Source: an optimization exercise on an open RTL-to-GDS flow (aim: small area). Production flows keep margins and buffers that such runs may drop.
The RTL was checked by simulation tests, not by an equivalence proof against the original design.
Power figures rest on the tool's default switching activity, not on a simulated workload.

## nickel
==> flow/design.v (excerpt) <==
module mchanipa
  #(
    parameter NB_CORES                 = 4,   
    parameter NB_TRANSFERS             = 8,   
    parameter CORE_TRANS_QUEUE_DEPTH   = 2,   
    parameter GLOBAL_TRANS_QUEUE_DEPTH = 2,   
    parameter TCDM_ADD_WIDTH           = 16,  
    parameter EXT_ADD_WIDTH            = 32,  
    parameter NB_OUTSND_TRANS          = 8,   
    parameter MCHAN_BURST_LENGTH       = 64,  
    parameter AXI_ADDR_WIDTH           = 32,
    parameter AXI_DATA_WIDTH           = 64,
    parameter AXI_USER_WIDTH           = 6,
    parameter AXI_ID_WIDTH             = 4,
    parameter AXI_STRB_WIDTH           = AXI_DATA_WIDTH/8
    )
   (
    input  logic                      clk_i,
    input  logic                      rst_ni,
    input logic                       test_mode_i,
    input  logic [NB_CORES-1:0]       ctrl_targ_req_i,
    input  logic [NB_CORES-1:0]       ctrl_targ_type_i,
    input  logic [NB_CORES-1:0][3:0]  ctrl_targ_be_i,
    input  logic [NB_CORES-1:0][31:0] ctrl_targ_add_i,
    input  logic [NB_CORES-1:0][31:0] ctrl_targ_data_i,
    input  logic [NB_CORES-1:0][4:0]  ctrl_targ_id_i,
    output logic [NB_CORES-1:0]       ctrl_targ_gnt_o,    
    output logic [NB_CORES-1:0]       ctrl_targ_r_valid_o,
    output logic [NB_CORES-1:0][31:0] ctrl_targ_r_data_o,
    output logic [NB_CORES-1:0][4:0]  ctrl_targ_r_id_o,
    output logic [3:0]                tcdm_init_req_o,
    output logic [3:0][31:0]          tcdm_init_add_o,
    output logic [3:0]                tcdm_init_type_o,
    output logic [3:0][3:0]           tcdm_init_be_o,
    output logic [3:0][31:0]          tcdm_init_data_o,
    input  logic [3:0]                tcdm_init_gnt_i,
    input  logic [3:0]                tcdm_init_r_valid_i,
    input  logic [3:0][31:0]          tcdm_init_r_data_i,
    output logic                      axi_master_aw_valid_o,
    output logic [AXI_ADDR_WIDTH-1:0] axi_master_aw_addr_o,
    output logic [2:0]                axi_master_aw_prot_o,
    output logic [3:0]                axi_master_aw_region_o,
  ...
For scale: roughly 19000 cells after synthesis, about 0.23 mm^2 of cells after synthesis.
export LEC_CHECK = 0
export CAP_MARGIN = 20
export CORE_MARGIN = 2
export CORE_UTILIZATION = 65
export SLEW_MARGIN = 20
create_clock -name core_clock -period 16.0 [get_ports {clk_i}]
standard.sh (not shown) runs the stock make flow with config.mk's settings and CLKGATE_MAP_FILE= SYNTH_SCRIPT=/design/flow/synth_recipe.tcl, a recipe that flattens the netlist after the stock synthesis.
==> flow/flow/run.sh <==
#!/bin/bash
# Layout flow: the standard ORFS flow (standard.sh, unchanged synthesis and
# steps) with two settings that ORFS reads from the environment:
#  - clock tree: larger sink clusters and no dummy loads (the clock slew limit
#    is still met);
#  - port buffers: the smallest buffer cell.
# Each tool's full output stays in orfs/logs; the make output goes to flow.log.
set -euo pipefail
export CTS_ARGS="-sink_clustering_enable -repair_clock_nets -sink_clustering_size 25 -sink_clustering_max_diameter 80 -dont_use_dummy_load"
export BUFFER_PORTS_ARGS="-buffer_cell sky130_fd_sc_hd__buf_1"
bash standard.sh > flow.log 2>&1
Modified inputs, onyx compared to nickel
Settings: CTS_CLUSTER_DIAMETER: unset -> 80; CTS_CLUSTER_SIZE: unset -> 25.
==> flow/run.sh (new file) <==
#!/bin/bash
# synth_recipe.tcl (not shown) runs the flow's synth.tcl, then flattens the netlist and writes it again
# the make line also repeats each setting of config.mk as NAME=value (left out here)
make -C /OpenROAD-flow-scripts/flow DESIGN_CONFIG=/design/flow/config.mk WORK_HOME=/design/flow/orfs CLKGATE_MAP_FILE= SYNTH_SCRIPT=/design/flow/synth_recipe.tcl finish
removed: flow/flow/run.sh
removed: flow/standard.sh
==> run summary <==
- onyx had finished all stages when the layout checks came back failing, citing antenna violations.
- Delta (onyx minus nickel): proportion of power drawn by combinational gates now larger; number of global-route vias before repair has increased; area occupied by multi-input gates stayed essentially flat.
- | first-iteration DRC count | onyx vs nickel | 294 higher |
- Comparing layout buffer count excluding clock buffers for onyx and nickel, the smaller number came from onyx.
- Between onyx and nickel, the final core utilization is higher for onyx.
- nickel → onyx: final wirelength increased 6.7 mm, post-place instance area increased 0.0044 mm^2.

mchanipa, a different RTL version from the one above (not shown whole).
Size in the first run: roughly 20,000 cells after synthesis, about 1,200 I/O pins, about 230,000 µm² of cells after synthesis.
Settings: LEC_CHECK=0, CAP_MARGIN=20, CORE_MARGIN=2, CORE_UTILIZATION=60, SLEW_MARGIN=20; clock period 16.0 ns.
run.sh (not shown) runs the stock make flow with config.mk's settings and CLKGATE_MAP_FILE= SYNTH_SCRIPT=/design/flow/synth_recipe.tcl, a recipe that flattens the netlist after the stock synthesis.
Stock flow here: none of the scripts above is used.
The baseline went through all stages and came out clean.
Then changed:
--- a/flow/config.mk
+++ b/flow/config.mk
@@ -9,3 +9,5 @@
 export CORE_MARGIN = 2
-export CORE_UTILIZATION = 60
+export CORE_UTILIZATION = 65
+export CTS_CLUSTER_DIAMETER = 80
+export CTS_CLUSTER_SIZE = 25
 export SLEW_MARGIN = 20
Effect:
- count of clock-buffer cells in the layout falls by 302
- fmax is about the same
- synthesized area is unchanged
- wire length went down by 2.1%
- power is lower by 6.8%
- final area fell by 3.5%

==> separate check: timing with driven ports <==
In the flow no input, the clock included, has a driving cell. The finished layouts below were timed again as built, in two steps.
Step 1: set_driving_cell puts a clkbuf_16 on clk_i and a buf_2 on each other input, an assumption about the parent block.
Step 2, shift: input delay + t, output delay - t, t = (earliest + latest rising clock arrival at the registers) / 2. This alone moves slack from input paths to output paths.
a / b / c = ideal / step 1 / step 2; a / b = the first two.
run	t (ns)	setup slack, ns	worst slew at a driven data input, ns
nickel	1.082	3.936 / 4.034 / 2.952	0.21
onyx	1.083	4.275 / 4.370 / 3.287	0.16
the first run of note 2	1.131	4.286 / 4.381 / 3.249	0.23
the second run of note 2	1.115	4.260 / 4.363 / 3.248	0.24
For the first run of note 2, which loses most, drivers alone change the setup slack by +0.095 ns; drivers and shift together by -1.037 ns.
